From an optimization exercise on the open Yosys and OpenROAD flow, aimed at small area; shortcuts taken in it are not production practice.
In this exercise RTL edits were held to simulation tests only and were not proved equivalent to the original.
No activity file was given, so power comes from the tool's default toggle rates. The flow treats the clock pin as an ideal source, which a real chip does not have.

job 5746:
==> flow/design.v (excerpt) <==
module trapezoidal_filter
(
	input SYS_CLK ,
	input RESET_N ,
	input signed [13:0] DATA_IN ,
	output signed [13:0] DATA_OUT ,
	output OVERFLOW
) ;
	localparam HD = 375;	 
	localparam SD = 28;	 
	reg [8:0] n;
	always @(negedge RESET_N or posedge SYS_CLK)
		if (!RESET_N) n <= 9'd0;
		else if (n != HD) n <= n + 9'd1;
	reg [13:0] H [0:HD-1];
	integer i;
	always @(posedge SYS_CLK) begin
		H[0] <= DATA_IN;
		for (i = 1; i < HD; i = i + 1) H[i] <= H[i-1];
	end
	wire [13:0] xa = (n >= 9'd3)    ? H[2]    : 14'd0;
	wire [13:0] xb = (n == HD)      ? H[HD-1] : 14'd0;
	wire [13:0] ya = (n >= 9'd2)    ? H[1]    : 14'd0;
	wire [13:0] yb = (n >= HD - 1)  ? H[HD-2] : 14'd0;
	wire [14:0] En;
	reg  [14:0] E;
	sub_e u_e (.A(ya), .B(yb), .D(En));
Size in the first run: about 6400 cells after synthesis, about 5800 flip-flops.
clock: 10.0 ns
lec_check: 0
cap_margin: 20
core_margin: 2
core_utilization: 60
slew_margin: 20
standard.sh (not shown) runs the stock make flow with config.mk's settings and CLKGATE_MAP_FILE= SYNTH_SCRIPT=/design/flow/synth_recipe.tcl, a recipe that flattens the netlist after the stock synthesis.
==> flow/flow/run.sh <==
#!/bin/bash
set -euo pipefail
export CTS_ARGS="-sink_clustering_enable -repair_clock_nets -buf_list sky130_fd_sc_hd__clkbuf_16 -root_buf sky130_fd_sc_hd__clkbuf_16 -sink_clustering_buffer sky130_fd_sc_hd__clkbuf_16 -dont_use_dummy_load -sink_clustering_size 35 -sink_clustering_max_diameter 70"
export BUFFER_PORTS_ARGS="-buffer_cell sky130_fd_sc_hd__buf_1"
export SYNTH_ARGS="-noabc"
bash standard.sh > flow_make.log 2>&1
Both conditions hold for job 5746: the flow ran to the end and the final layout passed the timing, design-rule and antenna checks.
### job 5746 -> job 8172
-- flow/flow/run.sh --
<<< job 5746, line 4
export BUFFER_PORTS_ARGS="-buffer_cell sky130_fd_sc_hd__buf_1"
export SYNTH_ARGS="-noabc"
>>> job 8172, line 4
Findings:
Net load switching power up about 1.4% in job 8172 wrt job 5746
Job 8172: area of the multi-input gates is about 0.8% higher than what job 5746 reported.
Summary — worst supply voltage drop on vdd, job 8172 relative to job 5746: higher, by 2.1%.
Job 8172 reached the end of the flow, and the finished layout is clean on the timing, design-rule and antenna checks.
The xor and xnor fraction of the mapped netlist area of job 8172 and that of job 5746 are within noise of each other.
When job 8172 is set beside job 5746, its detailed route wirelength on metal2 turns out to be about 2% smaller.
Summary: setup slack, job 8172 better than job 5746
> inputs changed (job 8172 -> job 5753)
==> flow/flow/run.sh <==
#!/bin/bash
set -euo pipefail
export CTS_ARGS="-sink_clustering_enable -repair_clock_nets -buf_list sky130_fd_sc_hd__clkbuf_4 -root_buf sky130_fd_sc_hd__clkbuf_16 -sink_clustering_buffer sky130_fd_sc_hd__clkbuf_16 -dont_use_dummy_load -sink_clustering_size 35 -sink_clustering_max_diameter 70"
export BUFFER_PORTS_ARGS="-buffer_cell sky130_fd_sc_hd__buf_1"
export SYNTH_ARGS="-noabc"
bash standard.sh > flow_make.log 2>&1
[summary]
In the route summary, job 5753 ends up with a via count below that of job 8172.
Delta (job 5753 minus job 8172): sequential area share after synthesis increased 0.34 points, number of filler instances in the final layout decreased 0.97%, placeable core region decreased 1600 µm².
Against job 8172, job 5753 comes in 0.3 points lower on combinational share of power.
Job 5753 vs job 8172: wire length of the first global-routing pass up in job 5753
Summary of job 5753 over job 8172: met1 wire length -2.4%, proportion of cell area occupied by registers increased by 0.68 points relative to the old numbers.
Largest net degree at the start of global routing: job 5753 vs job 8172 identical
When job 5753 is measured against job 8172, its clock buffer count turns out 4 lower.
Of the two values seen for startpoint of the most critical setup path, n[7] was produced by job 5753 and n[1] by job 8172.
On number of antenna violations at the first check in global routing: job 5753 sits below job 8172.
Relative to job 5753, the following input files were edited for job 6600:
Settings: putting DONT_USE_CELLS at sky130_fd_sc_hd__ha_1 where nothing was set.
==> flow/flow/run.sh <==
#!/bin/bash
set -euo pipefail
export CTS_ARGS="-sink_clustering_enable -repair_clock_nets -buf_list sky130_fd_sc_hd__clkbuf_4 -root_buf sky130_fd_sc_hd__clkbuf_16 -sink_clustering_buffer sky130_fd_sc_hd__buf_12 -dont_use_dummy_load -sink_clustering_size 34 -sink_clustering_max_diameter 70"
export BUFFER_PORTS_ARGS="-buffer_cell sky130_fd_sc_hd__buf_1"
export SYNTH_ARGS="-noabc"
echo "export DONT_USE_CELLS = sky130_fd_sc_hd__ha_1" >> config.mk
bash standard.sh > flow_make.log 2>&1
==> comparison <==
Sort job 5753 and job 6600 by final cycle utilization of the critical path asc -> top: job 6600. Fraction of area in registers is lower on job 5753. [compare] base=job 5753 new=job 6600: floorplan die height comparable; TritonCTS buffer count now larger; simple logic cell fraction of the synthesized area now larger; count of mapped cells out of synthesis comparable. Average wire per cell in the routed design: lower on job 5753. From job 5753 to job 6600 the numbers moved as follows: detailed-routed wire length on met3 +about 6%; xor/xnor cell area share of the yosys netlist rose 0.52 points; signed area change from the synthesized netlist to the final layout has decreased; routed wire length on met2 shrank by 450 µm.
Input changes introduced in job 6232 (baseline for comparison: job 6600):
Settings: removing DONT_USE_CELLS (formerly sky130_fd_sc_hd__ha_1).
==> flow/flow/run.sh <==
#!/bin/bash
set -euo pipefail
export CTS_ARGS="-sink_clustering_enable -repair_clock_nets -buf_list sky130_fd_sc_hd__clkbuf_16 -root_buf sky130_fd_sc_hd__clkbuf_16 -sink_clustering_buffer sky130_fd_sc_hd__clkbuf_16 -dont_use_dummy_load -sink_clustering_size 35 -sink_clustering_max_diameter 70"
export BUFFER_PORTS_ARGS="-buffer_cell sky130_fd_sc_hd__buf_1"
bash standard.sh > flow_make.log 2>&1
--- outcome ---
Job 6232 against job 6600: number of antenna violations at the first check in global routing went down; via-per-instance ratio went down; maximum vdd drop went up.
Taking job 6600 as the reference, in job 6232 total power climbed 0.95%, clock power climbed about 7%.
Compared to job 6600, job 6232 has final worst-path setup slack 0.53 ns higher.
Changes observed in job 6232 relative to job 6600: multiplexer area fraction after synthesis level; cell area after layout now sits higher.
Here is what was changed in the inputs of job 6892 compared with job 6232.
==> flow/flow/run.sh <==
#!/bin/bash
set -euo pipefail
export CTS_ARGS="-sink_clustering_enable -repair_clock_nets -buf_list sky130_fd_sc_hd__clkbuf_4 -root_buf sky130_fd_sc_hd__clkbuf_16 -sink_clustering_buffer sky130_fd_sc_hd__buf_12 -dont_use_dummy_load -sink_clustering_size 32 -sink_clustering_max_diameter 70"
export BUFFER_PORTS_ARGS="-buffer_cell sky130_fd_sc_hd__buf_1"
export SYNTH_ARGS="-noabc"
bash standard.sh > flow_make.log 2>&1
--- outcome ---
Job 6892 closes out successfully: all stages finished, all timing, DRC and antenna checks passed.
Placeable core region (job 6892 vs. job 6232) decreases slightly
Minimum period implied by the final worst setup slack ended up 0.77 ns higher on job 6892 than on job 6232.
Of the two values seen for cell with the largest stage delay on the worst path, sky130_fd_sc_hd__or4_1 was produced by job 6892 and sky130_fd_sc_hd__fa_1 by job 6232.
Re total design power: job 6892 is about 1.6% down on job 6232.
Compared to job 6232, job 6892 has register-to-register slack 0.77 ns lower.
On worst setup slack: between job 6232 and job 6892, it ends up higher for job 6232.

## static timing again, ports no longer ideal
The flow's constraints put no driver on any port. The routed layouts listed below were extracted and timed again, unchanged, in two steps.
Step 1 sets driving cells, clkbuf_16 on the clock port and buf_2 on the other inputs (assumed; they add their load-dependent delay and slew).
Step 2, shift: input delay + t, output delay - t, t = (earliest + latest rising clock arrival at the registers) / 2. This alone moves slack from input paths to output paths.
Slacks: ideal / step 1 / step 2; pairs: ideal / step 1.
| run | shift t [ns] | setup slack, ns | latest minus earliest clock arrival (ns) |
|---|---|---|---|
| job 5746 | 0.875 | 1.572 / 1.572 / 1.572 | 0.088 / 0.088 |
| job 8172 | 0.865 | 2.388 / 2.388 / 2.388 | 0.106 / 0.106 |
| job 5753 | 1.041 | 1.561 / 1.561 / 1.561 | 0.135 / 0.136 |
| job 6600 | 1.013 | 1.809 / 1.809 / 1.809 | 0.208 / 0.208 |
| job 6232 | 0.873 | 2.340 / 2.340 / 2.340 | 0.107 / 0.108 |
| job 6892 | 1.058 | 1.575 / 1.575 / 1.575 | 0.138 / 0.138 |
After both steps setup and hold are still met in every run listed.
